From an optimization exercise on the open Yosys and OpenROAD flow, aimed at small area; shortcuts taken in it are not production practice. Function was checked by simulation only, so behaviour that the tests miss may differ from the original.

==> design.v <==
module ALU(
	input		[3:0]	ALU_control_E,     
	input		[31:0]	rd1_E,         
	input		[31:0]	srcB_E,        
	output			ZERO,         
	output	reg	[31:0]	ALU_result_E  
);
always @(*) begin
	case(ALU_control_E)
		4'b0001: ALU_result_E = rd1_E + srcB_E;   
		4'b0010: ALU_result_E = rd1_E - srcB_E;   
		4'b0011: ALU_result_E = rd1_E * srcB_E;   
		4'b0100: ALU_result_E = (srcB_E == 32'd0) ? 32'hFFFFFFFF : rd1_E / srcB_E;   
		4'b0101: ALU_result_E = rd1_E & srcB_E;   
		4'b0110: ALU_result_E = rd1_E | srcB_E;   
		4'b0111: ALU_result_E = rd1_E ^ srcB_E;   
		4'b1000: ALU_result_E = ~rd1_E;           
		4'b1001: ALU_result_E = rd1_E << 3;  
		4'b1010: ALU_result_E = rd1_E >> 3;
		4'b1011: ALU_result_E = srcB_E << 3;  
		4'b1100: ALU_result_E = srcB_E >> 3;
		4'b1101: ALU_result_E = rd1_E <<< 3;  
		4'b1110: ALU_result_E = rd1_E >>> 3;
		default: ALU_result_E = 32'd0;            
	endcase
end
assign ZERO = (ALU_result_E == 32'd0) ? 1'b1 : 1'b0;
endmodule
module ALU_Mux(
	input		ALU_src_E,
	input	[31:0]	rd2_E,
	input	[31:0]	extend_out_E,
	output	[31:0]	srcB_E
);
assign srcB_E = ALU_src_E ? extend_out_E : rd2_E;
endmodule
module PC_adder_E(
	input	[31:0]	PC_E,
	input	[31:0]	extend_out_E,
	output	[31:0]	next_PC_target
);
assign next_PC_target = PC_E + extend_out_E;
endmodule
module Instruction_Execute(
	input	[31:0]	rd1_E,
	input	[31:0]	rd2_E,
	input	[31:0]	PC_E,
	input	[4:0]	Radd_E,
	input	[31:0]	extend_out_E,
	input		ALU_src_E,
	input	[3:0]	ALU_control_E,
	output	[31:0]	next_PC_target,
	output	[31:0]	ALU_result_E,
	output	[31:0]	Write_Data_E,
	output		ZERO
);
wire [31:0] srcB_E;
ALU_Mux mux(
		.ALU_src_E(ALU_src_E),
		.rd2_E(rd2_E),
		.extend_out_E(extend_out_E),
		.srcB_E(srcB_E)
		);
ALU alu(
	.ALU_control_E(ALU_control_E),
	.rd1_E(rd1_E),
	.srcB_E(srcB_E),
	.ZERO(ZERO),
	.ALU_result_E(ALU_result_E)
	);
PC_adder_E PC_target(
			.PC_E(PC_E),
			.extend_out_E(extend_out_E),
			.next_PC_target(next_PC_target)
);
assign Write_Data_E = rd2_E;
endmodule
module EX_M(
	input			clk,
	input			rst,
	input			RegW_enable_E,
	input			Mem_Write_E,
	input			Mem_Read_E,
	input			Result_src_E,
	input		[31:0]	ALU_result_E,
	input		[31:0]	Write_Data_E,
	input		[4:0]	RDadd_E,
	output	reg	[4:0]	RDadd_M,
	output	reg	[31:0]	Write_Data_M,
	output	reg		Mem_Read_M,
	output	reg	[31:0]	ALU_result_M,
	output	reg		Result_src_M,
	output	reg		Mem_Write_M,
	output	reg		RegW_enable_M
);
always @(posedge clk) begin
	if (rst) begin
		RegW_enable_M	<= 1'b0;
		Mem_Write_M	<= 1'b0;
		Mem_Read_M	<= 1'b0;
		Result_src_M	<= 1'b0;
		ALU_result_M	<= 32'd0;
		Write_Data_M	<= 32'd0;
		RDadd_M		<= 5'd0;
	end else begin
		RegW_enable_M	<= RegW_enable_E;
		Mem_Write_M	<= Mem_Write_E;
		Mem_Read_M	<= Mem_Read_E;
		Result_src_M	<= Result_src_E;
		ALU_result_M	<= ALU_result_E;
		Write_Data_M	<= Write_Data_E;
		RDadd_M		<= RDadd_E;
	end
end
endmodule
module Data_Mem(
	input			clk,
	input			rst,
	input			Mem_Write_M,
	input			Mem_Read_M,
	input		[31:0]	ALU_result_M,
	input		[31:0]	Write_Data_M,
	output	reg	[31:0]	mem_read_M
);
reg [31:0] memory [0:15];
integer i;
always @(posedge clk) begin
	if (rst) begin
		for (i = 0; i < 16; i = i + 1)
			memory[i] <= 32'd0;
		mem_read_M <= 32'd0;
	end
	else if(Mem_Write_M)
		memory[ALU_result_M[3:0]]	<= Write_Data_M;
	else if(Mem_Read_M)
		mem_read_M	<= memory[ALU_result_M[3:0]];
	else
		mem_read_M <= 32'd0;
end
endmodule
module M_WB(
	input			clk,
	input			rst,
	input			RegW_enable_M,
	input			Result_src_M,
	input		[31:0]	ALU_result_M,
	input		[31:0]	mem_read_M,
	input		[4:0]	RDadd_M,
	output	reg		RegW_enable_W,
	output	reg		Result_src_W,
	output	reg	[31:0]	ALU_result_W,
	output	reg	[31:0]	mem_read_W,
	output	reg	[4:0]	RDadd_W
);
always @(posedge clk) begin
	if (rst) begin
		RegW_enable_W	<= 1'b0;
		Result_src_W	<= 1'b0;
		ALU_result_W	<= 32'd0;
		mem_read_W	<= 32'd0;
		RDadd_W		<= 5'd0;
	end else begin
		RegW_enable_W	<= RegW_enable_M;
		Result_src_W	<= Result_src_M;
		ALU_result_W	<= ALU_result_M;
		mem_read_W	<= mem_read_M;
		RDadd_W		<= RDadd_M;
	end
end
endmodule
module MUX_WB(
	input			Result_src_W,
	input		[31:0]	ALU_result_W,
	input		[31:0]	mem_read_W,
	output	reg	[31:0]	RESULT_WB
);
always @(*) begin
	case(Result_src_W)
		1'b0: RESULT_WB = ALU_result_W;
		1'b1: RESULT_WB = mem_read_W;
		default: RESULT_WB = 32'd0;
	endcase
end
endmodule
module register_file(
	input			clk,
	input			rst,
	input		[4:0]	rs, 	 
	input		[4:0]	rt,	 
	input		[4:0]	rd,	 
	input 		[31:0]	wd,	 
	input			we,	 
	output	reg	[31:0]	rd1,	 
	output	reg	[31:0]	rd2	 
);
reg [31:0] reg_array [31:0];
integer i;
always @(posedge clk) begin
	if (rst) begin
		for (i = 0; i < 32; i = i + 1)
			reg_array[i] <= 32'd0;
	end else if(we) begin
		reg_array[rd] <= wd;
	end
end
always @(posedge clk) begin
	if (rst) begin
		rd1 <= 32'd0;
		rd2 <= 32'd0;
	end else begin
		rd1 <= (rs == 5'd0) ? 32'b0 : (we && rd == rs) ? wd : reg_array[rs];	 
		rd2 <= (rt == 5'd0) ? 32'b0 : (we && rd == rt) ? wd : reg_array[rt];
	end
end
endmodule
module sign_extender(
	input		[25:0]	immediate_in,
	input		[1:0]	extend_enable_D,
	output	reg	[31:0]	extend_out_D
);
always @(*) begin
	case(extend_enable_D)
		2'b10:	extend_out_D = {{16{immediate_in[15]}}, immediate_in[15:0]};
		2'b11:	extend_out_D = {{6{immediate_in[15]}}, immediate_in};
		default: extend_out_D = 32'd0;
	endcase
end
endmodule 
module Instruction_Decode(
	input		clk,
	input		rst,
	input	[31:0]	Instruction_D,
	input	[31:0]	PC_Di,
	input	[4:0]	rd,
	input 	[31:0]	wd,
	input		we,
	input	[1:0]	extend_enable,
	output	[31:0]	rd1_D,
	output	[31:0]	rd2_D,
	output	[31:0]	PC_Do,
	output	[4:0]	Radd_D,
	output	[31:0]	extend_out_D
);
wire [4:0]	rs;
wire [4:0] 	rt;
wire [25:0] 	immediate_in;
assign rs 		= Instruction_D[25:21];
assign rt 		= Instruction_D[20:16];
assign Radd_D	 	= Instruction_D[15:11];
assign immediate_in 	= Instruction_D[25:0];
assign PC_Do 		= PC_Di;
register_file regfile(
			.clk(clk),
			.rst(rst),
			.rs(rs),
			.rt(rt),
			.rd(rd),
			.wd(wd),
			.we(we),
			.rd1(rd1_D),
			.rd2(rd2_D)
			);
sign_extender extend(
			.immediate_in(immediate_in),
			.extend_enable_D(extend_enable),
			.extend_out_D(extend_out_D)
			);
endmodule
module control_unit(
	input		[5:0]	opcode,
	input		[5:0]	fun,
	output	reg		Jump_D,
	output	reg		Branch_D,
	output 	reg		RegW_enable_D,
	output	reg	[1:0]	Extend_enable_D,
	output	reg		ALU_src_D,
	output	reg	[3:0]	ALU_control_D,
	output	reg		Mem_Write_D,
	output	reg		Mem_Read_D,
	output	reg		Result_src_D
);
localparam
	lw 	= 6'b100000,
	sw 	= 6'b100001,
	beq 	= 6'b100010,
	bne 	= 6'b100011,
	addi	= 6'b100100,
	andi 	= 6'b100101,
	ori	= 6'b100110,
	slti	= 6'b100111,
	Jtype	= 6'b000000,
	Rtype	= 6'b110000,
	NOP	= 6'b111111;
always @(*) begin
	Jump_D		= 0;  
	Branch_D	= 0;
	RegW_enable_D 	= 0;
	Extend_enable_D	= 0;
	ALU_src_D	= 0;
	ALU_control_D	= 0;
	Mem_Write_D	= 0;
	Mem_Read_D	= 0;
	Result_src_D	= 0;
	case(opcode)
		Rtype: begin
			RegW_enable_D = 1;
			ALU_control_D = fun[3:0];
			end
		lw: begin
			RegW_enable_D = 1;
			Extend_enable_D = 2'b10;
			ALU_src_D = 1;
			ALU_control_D = 4'b0001;  
			Mem_Read_D = 1;
			Result_src_D = 1;
			end
		sw: begin
			Extend_enable_D = 1;
			ALU_src_D = 1;
			ALU_control_D = 4'b0001;  
			Mem_Write_D = 1;
			end
		beq: begin
			Branch_D = 1;
			Extend_enable_D = 2'b10;
			ALU_control_D = 4'b0010;  
			end
		bne: begin
			Branch_D = 1;
			Extend_enable_D = 2'b10;
			ALU_control_D = 4'b0010;  
			end
		addi: begin
			Extend_enable_D = 2'b10;
			RegW_enable_D = 1;
			ALU_src_D = 1;
			ALU_control_D = 4'b0001;
			end
		andi: begin
			Extend_enable_D = 2'b10;
			RegW_enable_D = 1;
			ALU_src_D = 1;
			ALU_control_D = 4'b0101;
			end
		ori: begin
			Extend_enable_D = 2'b10;
			RegW_enable_D = 1;
			ALU_src_D = 1;
			ALU_control_D = 4'b0110;
			end
		Jtype: begin
			Jump_D = 1;
			Extend_enable_D = 2'b11;
			ALU_control_D = 4'b0000;  
			end			
	  	default: begin
			Jump_D		= 1'b0; 
			Branch_D	= 1'b0;
			RegW_enable_D 	= 1'b0;
			Extend_enable_D	= 2'b00;
			ALU_src_D	= 1'b0;
			ALU_control_D	= 4'b0000;
			Mem_Write_D	= 1'b0;
			Mem_Read_D	= 1'b0;
			Result_src_D	= 1'b0;
			end
	endcase
end
endmodule
module ID_EX(
	input			clk,
	input			rst,
	input			Jump_D,
	input			Branch_D,
	input			RegW_enable_D,
	input			ALU_src_D,
	input		[3:0]	ALU_control_D,
	input			Mem_Write_D,
	input			Mem_Read_D,
	input			Result_src_D,
	input		[31:0]	rd1,
	input		[31:0]	rd2,
	input		[4:0]	Radd_D,
	input		[31:0]	extend_out_D,
	input		[31:0]	PC_D,
	output	reg		Jump_E,
	output	reg		Branch_E,
	output	reg		RegW_enable_E,
	output	reg		ALU_src_E,
	output	reg	[3:0]	ALU_control_E,
	output	reg		Mem_Write_E,
	output	reg		Mem_Read_E,
	output	reg		Result_src_E,
	output	reg	[31:0]	rd1_E,
	output	reg	[31:0]	rd2_E,
	output	reg	[4:0]	Radd_E,
	output	reg	[31:0]	PC_E,
	output	reg	[31:0]	extend_out_E
);
always @(posedge clk) begin
	if (rst) begin
		Jump_E		<= 1'b0;
		Branch_E	<= 1'b0;
		RegW_enable_E	<= 1'b0;
		ALU_src_E	<= 1'b0;
		ALU_control_E	<= 4'd0;
		Mem_Write_E	<= 1'b0;
		Mem_Read_E	<= 1'b0;
		Result_src_E	<= 1'b0;
		rd1_E		<= 32'd0;
		rd2_E		<= 32'd0;
		Radd_E		<= 5'd0;
		PC_E		<= 32'd0;
		extend_out_E	<= 32'd0;
	end else begin
		Jump_E		<= Jump_D;
		Branch_E	<= Branch_D;
		RegW_enable_E	<= RegW_enable_D;
		ALU_src_E	<= ALU_src_D;
		ALU_control_E	<= ALU_control_D;
		Mem_Write_E	<= Mem_Write_D;
		Mem_Read_E	<= Mem_Read_D;
		Result_src_E	<= Result_src_D;
		rd1_E		<= rd1;
		rd2_E		<= rd2;
		Radd_E		<= Radd_D;
		PC_E		<= PC_D;
		extend_out_E	<= extend_out_D;
	end
end
endmodule
module IF_ID(
	input			clk,
	input			rst,
	input		[31:0]	Instruction_F,
	input		[31:0]	PC_F,
	output 	reg	[31:0]	Instruction_D,
	output	reg	[31:0]	PC_D
);
always @(posedge clk)	begin
	if (rst) begin
		Instruction_D	<= 32'd0;
		PC_D		<= 32'd0;
	end else begin
		Instruction_D 	<= Instruction_F;
		PC_D	<= PC_F;
	end
end
endmodule
module IF_adder(
	input	[31:0]	PC_F,
	output	[31:0]	PC_plus4
);
assign	PC_plus4 = PC_F + 4;
endmodule 
module MUX_PC(
	input		PC_src,
	input	[31:0]	PC_plus4,
	input	[31:0]	PC_target,
	output	[31:0]	PC_out
);
assign PC_out = PC_src ? PC_target : PC_plus4;
endmodule
module PC_FF(
	input			clk,
	input			rst,
	input		[31:0]	PC_next,
	output	reg	[31:0]	PC_F
);
always @(posedge clk) begin
	if (rst)
		PC_F <= 32'd0;
	else
		PC_F <= PC_next;
end
endmodule
module Instruction_Fetch(
	input		clk,
	input		rst,
	input		PC_src,
	input	[31:0]	PC_target,
	input	[31:0]	imem_data,
	output	[31:0]	instruction_F,
	output	[31:0]	PC_F
);
wire [31:0] PC_next;
wire [31:0] PC_plus4;
MUX_PC	PC_sel(
		.PC_src(PC_src),
		.PC_plus4(PC_plus4),
		.PC_target(PC_target),
		.PC_out(PC_next)
		);
PC_FF PC(
	.clk(clk),
	.rst(rst),
	.PC_next(PC_next),
	.PC_F(PC_F)
	);
assign instruction_F = imem_data;
IF_adder PC_adder(
			.PC_F(PC_F),
			.PC_plus4(PC_plus4)
		  );
endmodule
module MIPS(
	input		clk,
	input		rst,
	output	[31:0]	imem_addr,
	input	[31:0]	imem_data,
	output	[31:0]	rd1_D,
	output	[31:0]	rd2_D,
	output	[31:0]	ALU_result_E,
	output		ZERO_E,
	output	[31:0]	mem_read_M,
	output	[31:0]	RESULT_WB
);
wire [31:0]	Instruction_F;
wire		PC_src;
wire [31:0]	PC_target;
wire [31:0]	PC_F, PC_D, PC_Do, PC_E;
wire [31:0]	Instruction_D;
wire [4:0]	Radd_D, Radd_E, RDadd_M, RDadd_W;
wire 		RegW_enable_D, RegW_enable_E, RegW_enable_M, RegW_enable_W;
wire [31:0]	Write_Data_E;
wire [1:0]	extend_enable;
wire [31:0]	extend_out_D, extend_out_E;
wire [5:0]	opcode;
wire [5:0]	fun;
wire		Jump_D, Jump_E;
wire		Branch_D, Branch_E;
wire		ALU_src_D, ALU_src_E;
wire [3:0]	ALU_control_D, ALU_control_E;
wire		Mem_Write_D, Mem_Write_E, Mem_Write_M;
wire		Mem_Read_D, Mem_Read_E, Mem_Read_M;
wire		Result_src_D, Result_src_E, Result_src_M, Result_src_W;
wire [31:0]	rd1_E;
wire [31:0]	rd2_E;
wire [31:0]	Write_Data_M;
wire [31:0]	ALU_result_M, ALU_result_W;
wire [31:0]	mem_read_W;
assign fun 	= Instruction_D[5:0];
assign opcode 	= Instruction_D[31:26];
assign imem_addr = PC_F;
assign PC_src	= Jump_E || (Branch_E && ZERO_E);
Instruction_Fetch Fetch(
			.clk(clk),
			.rst(rst),
			.PC_src(PC_src),
			.PC_target(PC_target),
			.imem_data(imem_data),
			.instruction_F(Instruction_F),
			.PC_F(PC_F)
			);
IF_ID register_IF_ID(
			.clk(clk),
			.rst(rst),
			.Instruction_F(Instruction_F),
			.PC_F(PC_F),
			.Instruction_D(Instruction_D),
			.PC_D(PC_D)
			);
Instruction_Decode Decode(
			.clk(clk),
			.rst(rst),	
			.Instruction_D(Instruction_D),
			.PC_Di(PC_D),
			.rd(RDadd_W),
			.wd(RESULT_WB),
			.we(RegW_enable_W),
			.extend_enable(extend_enable),
			.rd1_D(rd1_D),
			.rd2_D(rd2_D),
			.PC_Do(PC_Do),
			.Radd_D(Radd_D),
			.extend_out_D(extend_out_D)
			);
control_unit controller(
			.opcode(opcode),
			.fun(fun),
			.Jump_D(Jump_D),
			.Branch_D(Branch_D),
			.RegW_enable_D(RegW_enable_D),
			.Extend_enable_D(extend_enable),
			.ALU_src_D(ALU_src_D),
			.ALU_control_D(ALU_control_D),
			.Mem_Write_D(Mem_Write_D),
			.Mem_Read_D(Mem_Read_D),
			.Result_src_D(Result_src_D)
			);
ID_EX register_ID_EX(
			.clk(clk),
			.rst(rst),
			.Jump_D(Jump_D),
			.Branch_D(Branch_D),
			.RegW_enable_D(RegW_enable_D),
			.ALU_src_D(ALU_src_D),
			.ALU_control_D(ALU_control_D),
			.Mem_Write_D(Mem_Write_D),
			.Mem_Read_D(Mem_Read_D),
			.Result_src_D(Result_src_D),
			.rd1(rd1_D),
			.rd2(rd2_D),
			.Radd_D(Radd_D),
			.extend_out_D(extend_out_D),
			.PC_D(PC_Do),
			.Jump_E(Jump_E),
			.Branch_E(Branch_E),
			.RegW_enable_E(RegW_enable_E),
			.ALU_src_E(ALU_src_E),
			.ALU_control_E(ALU_control_E),
			.Mem_Write_E(Mem_Write_E),
			.Mem_Read_E(Mem_Read_E),
			.Result_src_E(Result_src_E),
			.rd1_E(rd1_E),
			.rd2_E(rd2_E),
			.Radd_E(Radd_E),
			.PC_E(PC_E),
			.extend_out_E(extend_out_E)
			);
Instruction_Execute Execute(
			.rd1_E(rd1_E),
			.rd2_E(rd2_E),
			.PC_E(PC_E),
			.Radd_E(Radd_E),
			.extend_out_E(extend_out_E),
			.ALU_src_E(ALU_src_E),
			.ALU_control_E(ALU_control_E),
			.next_PC_target(PC_target),
			.ALU_result_E(ALU_result_E),
			.Write_Data_E(Write_Data_E),
			.ZERO(ZERO_E)
			);
EX_M register_EX_M(
			.clk(clk),
			.rst(rst),
			.RegW_enable_E(RegW_enable_E),
			.Mem_Write_E(Mem_Write_E),
			.Mem_Read_E(Mem_Read_E),
			.Result_src_E(Result_src_E),
			.ALU_result_E(ALU_result_E),
			.Write_Data_E(Write_Data_E),  
			.RDadd_E(Radd_E),
			.RDadd_M(RDadd_M),
			.Write_Data_M(Write_Data_M),
			.Mem_Read_M(Mem_Read_M),
			.ALU_result_M(ALU_result_M),
			.Result_src_M(Result_src_M),
			.Mem_Write_M(Mem_Write_M),
			.RegW_enable_M(RegW_enable_M)
			);
Data_Mem data_memory(
			.clk(clk),
			.rst(rst),
			.Mem_Write_M(Mem_Write_M),
			.Mem_Read_M(Mem_Read_M),
			.ALU_result_M(ALU_result_M),
			.Write_Data_M(Write_Data_M),
			.mem_read_M(mem_read_M)
			);
M_WB register_M_W(
			.clk(clk),
			.rst(rst),
			.RegW_enable_M(RegW_enable_M),
			.Result_src_M(Result_src_M),
			.ALU_result_M(ALU_result_M),
			.mem_read_M(mem_read_M),
			.RDadd_M(RDadd_M),
			.RegW_enable_W(RegW_enable_W),
			.Result_src_W(Result_src_W),
			.ALU_result_W(ALU_result_W),
			.mem_read_W(mem_read_W),
			.RDadd_W(RDadd_W)
			);
MUX_WB write_back(
			.Result_src_W(Result_src_W),
			.ALU_result_W(ALU_result_W),
			.mem_read_W(mem_read_W),
			.RESULT_WB(RESULT_WB)
			);
endmodule
==> run.sh <==
#!/bin/bash
# synth_recipe.tcl (not shown) runs the flow's synth.tcl, then flattens the netlist and writes it again
# the make line also repeats each setting of config.mk as NAME=value (left out here)
make -C /OpenROAD-flow-scripts/flow DESIGN_CONFIG=/design/flow/config.mk WORK_HOME=/design/flow/orfs CLKGATE_MAP_FILE= SYNTH_SCRIPT=/design/flow/synth_recipe.tcl finish
==> config.mk <==
export PLATFORM = sky130hd
export DESIGN_NAME = MIPS
export DESIGN_NICKNAME = MIPS
export VERILOG_FILES = /design/flow/design.v
export SDC_FILE = /design/flow/constraint.sdc
export NUM_CORES = 4
export LEC_CHECK = 0
export CAP_MARGIN = 20
export CORE_MARGIN = 2
export CORE_UTILIZATION = 40
export SLEW_MARGIN = 20
==> constraint.sdc <==
create_clock -name core_clock -period 120.0 [get_ports {clk}]
set_input_delay 24.0000 -clock core_clock [delete_from_list [all_inputs] [get_ports {clk}]]
set_output_delay 24.0000 -clock core_clock [all_outputs]
set_load 0.01 [all_outputs]
==> run summary <==
## state kept, by name, indices dropped and copies added, names as in the netlist, 26 cells and up
register	cells
Decode.regfile.rd1	32
Decode.regfile.rd2	32
Decode.regfile.reg_array	1024
Fetch.PC.PC_F	32
data_memory.mem_read_M	32
data_memory.memory	512
register_EX_M.ALU_result_M	32
register_EX_M.Write_Data_M	32
register_ID_EX.PC_E	32
register_ID_EX.extend_out_E	26
register_ID_EX.rd1_E	32
register_ID_EX.rd2_E	32
register_IF_ID.Instruction_D	32
register_IF_ID.PC_D	32
register_M_W.ALU_result_W	32
register_M_W.mem_read_W	32
## cells by family (layout without fill, tap and decap cells)
| kind of cell | count (synthesis) | in the layout | synth area share |
|---|---|---|---|
| muxes | 1011 | 1011 | 0.144 |
| DFF | 2008 | 2008 | 0.395 |
| other | 0 | 32 | 0 |
| buffers and inverters | 1629 | 1749 | 0.0439 |
| xor gates and xnor gates | 528 | 528 | 0.0329 |
| AOI/OAI and AO/OA | 2120 | 2120 | 0.101 |
| and+or+nand+nor | 4645 | 4645 | 0.156 |
| adders and majority gates | 1193 | 1193 | 0.128 |
## path summary, 6_finish.rpt
path,depth (start not counted),from,slack (ns),endpoint
min reg2reg,1,register_IF_ID.PC_D[24],0.42,register_ID_EX.PC_E[24]
min,1,register_IF_ID.PC_D[24],0.42,register_ID_EX.PC_E[24]
max,294,register_ID_EX.ALU_src_E,7.15,ZERO_E
max reg2reg,295,register_ID_EX.ALU_src_E,31.75,Fetch.PC.PC_F[23]
## metal layers
layer,global-route usage,up-vias,part of all wire
met1,0.394,55200,0.37
li1,-,47300,-
met5,0,-,0.00027
met2,0.481,6970,0.44
met3,0.0716,1718,0.11
met4,0.220,26,0.083
## placed cells by master, fill, tap and decap left out, types with 63 or more instances in the layout
cell | Yosys | layout
a211oi_1 | 184 | 180
a21o_1 | 182 | 182
a21oi_1 | 477 | 468
a31oi_1 | 94 | 92
and2_1 | 572 | 572
buf_4 | 1 | 372
clkbuf_16 | 0 | 200
clkdlybuf4s50_1 | 0 | 225
dfxtp_1 | 472 | 454
edfxtp_1 | 1536 | 1536
fa_1 | 410 | 410
ha_1 | 783 | 783
inv_1 | 762 | 755
mux2_2 | 106 | 106
mux4_2 | 800 | 800
nand2_1 | 1010 | 978
nand2b_1 | 95 | 63
nand3_1 | 151 | 151
nor2_1 | 1814 | 1800
nor2b_1 | 378 | 378
nor3_1 | 186 | 176
o211ai_1 | 80 | 80
o21a_1 | 148 | 148
o21ai_0 | 373 | 368
or2_2 | 66 | 66
or3_1 | 90 | 89
xnor2_1 | 362 | 362
xor2_1 | 166 | 166
## final cells by class
type,count,area [sq um],area share
Clock buffer,269,5420,0.0347
Timing Repair Buffer,606,5210,0.0333
Clock inverter,101,1070,0.00683
Antenna cell,32,80.1,0.000513
Sequential cell,2008,55600,0.356
Multi-Input combinational cell,9497,80100,0.513
Tap cell,4599,5750,0.0369
Inverter,773,2900,0.0186
## metrics by stage
step / instance area [sq um] / utilization / worst slack, ns / hold WS [ns]
after floorplan: 141000 / - / 23.76 / 0.406
after global placement: 150000 / 0.428 / 12.09 / 0.415
after detailed placement: 150000 / 0.428 / 10.98 / 0.413
after CTS: 156000 / 0.446 / 9.57 / 0.409
after global routing: 156000 / 0.446 / 2.06 / 0.444
final: 156000 / 0.446 / 7.15 / 0.424
==> impl_results.md <==
* Status: complete, no violations
* Post-synthesis cell count at between 10,000 and 15,000
* Chip Height at roughly 600 um
* Warnings, synthesis at 11
* Synthesized area at 141,000 sq um
* Hold crit path type: flip-flop to flip-flop
* Maximum clock rate at 8.86 MHz
* Initial core utilization at 0.403
* Layout Nets at about 14,000
* Top fanout value on the critical path at 80
* Final-report setup violation count at 0
* CTS tree: built
* Critical path class: flip-flop to output port
* Post-route minimum period at 112.85 ns
* Sum of negative setup slack at 0 ns
* Total die area at 357,000 sq um
* Most numerous cell in the Yosys netlist: nor2_1
* Synthesis-stage register bit count at 2,008
* CP Capture Type: output port
* Postcts setup bufs at 0
* Syn Nets at approximately 14,000
* Ys async rst share at 0
* Num CTS Buffers at ~200
* CTS max path bufs at 3
* Clock Pin Slew Worst Setup and Hold Paths at around 0.06 ns
* Layout cells sized above 1 at 0.146
* Final weighted congestion in routability-driven placement at 1.07
* H-tree depth at 4
* CTS Hold Buffers Added at 0
* 1st-iter DRT viols at 14,300
* Hpwl dp at 395,000 um
* Post-synthesis sequential area ratio at 0.395
* Via count at 111,000
* Share of the synthesized area in the top cell type at 0.328
* Cell variety after synth at around 110
* WL per Instance at about 32 um
* Final hold vios at 0
* Tcrit/Tclk final at 0.940
* Worst slew margin at 0.141
* Drt first pass iters at 6
* Avg Synthesized Cell Area at 10.7 sq um
* Most frequent CP cell: ha_1
* Synth cell count leaders: 1,814 x nor2_1, 1,536 x edfxtp_1, 1,010 x nand2_1
* Final wirelength at 572,000 um
* IO Count at 227
* Largest net degree at the start of global routing at 104
* Die Span X at around 600 um
* WP data arrival at around 90 ns
* Worst Path Required at between 90 and 100 ns
* Vias/cell at 6.22
* Layout fillers at 32,400
* First-pass GRT wire length at 800,000 um
* CP max stage delay at 1.00 ns
* Antenna viol nets, final at 0
* Drt drc at 0
* Synth area leaders: edfxtp_1 33%, mux4_2 13%, ha_1 7.0%
* Number of gates given a new drive strength after cts at 0
* Vias in the first global route at between 100k and 150k
* Number of flops mapped to enable cells by yosys at 1,536
* Critical Path Source Type: flip-flop
* RSZ-0062 raised after global routing: no
* Worst clock skew at 0.0433 ns
* Cell taking the most area after synthesis: edfxtp_1
* Grt ovf at 0
* Non-Filler Instances at 17,900
* Site Rows at 217
* Initial antenna violation count at 59
* CTS sink count at 2,008
* GRT Total Usage at 0.314
* Worst-Skew Late Latency at 0.88 ns
* Max cap viols at 0
* Slew @ Worst Pin at 1.28 ns
* Worst Path Buf+Inv at 23
* CP max-delay cell: dfxtp_4
* Root Buffer: clkbuf_16
* Buffers added on ports at 226
* Dpl cells at roughly 17,000
* Final slew viol count at 0
* Area growth from synthesis to layout at 10.9%
* Core area at 350,000 sq um
* Delay-heaviest family, CP: compound AO/OA/AOI/OAI gates
* Main synth FF type: edfxtp_1

## re-timing with driven ports
The flow's constraints put no driver on any port. The routed layout listed below was extracted and timed again, unchanged, in two steps. Step 1: set_driving_cell puts a clkbuf_16 on clk and a buf_2 on each other input, an assumption about the parent block. Step 2 also shifts input and output timing later by t, the mid clock arrival at the registers, as if the neighbouring blocks saw the same clock. a / b / c = no drivers / after step 1 / after step 2; a / b = the first two.
t (ns): 0.966
setup slack, ns: 7.153 / 7.049 / 8.015
worst setup path at the end: register to output
worst slew at a driven data input, ns: 0.05
After both steps setup and hold are still met in this run. For this run, drivers alone change the setup slack by -0.104 ns; drivers and shift together by +0.862 ns.
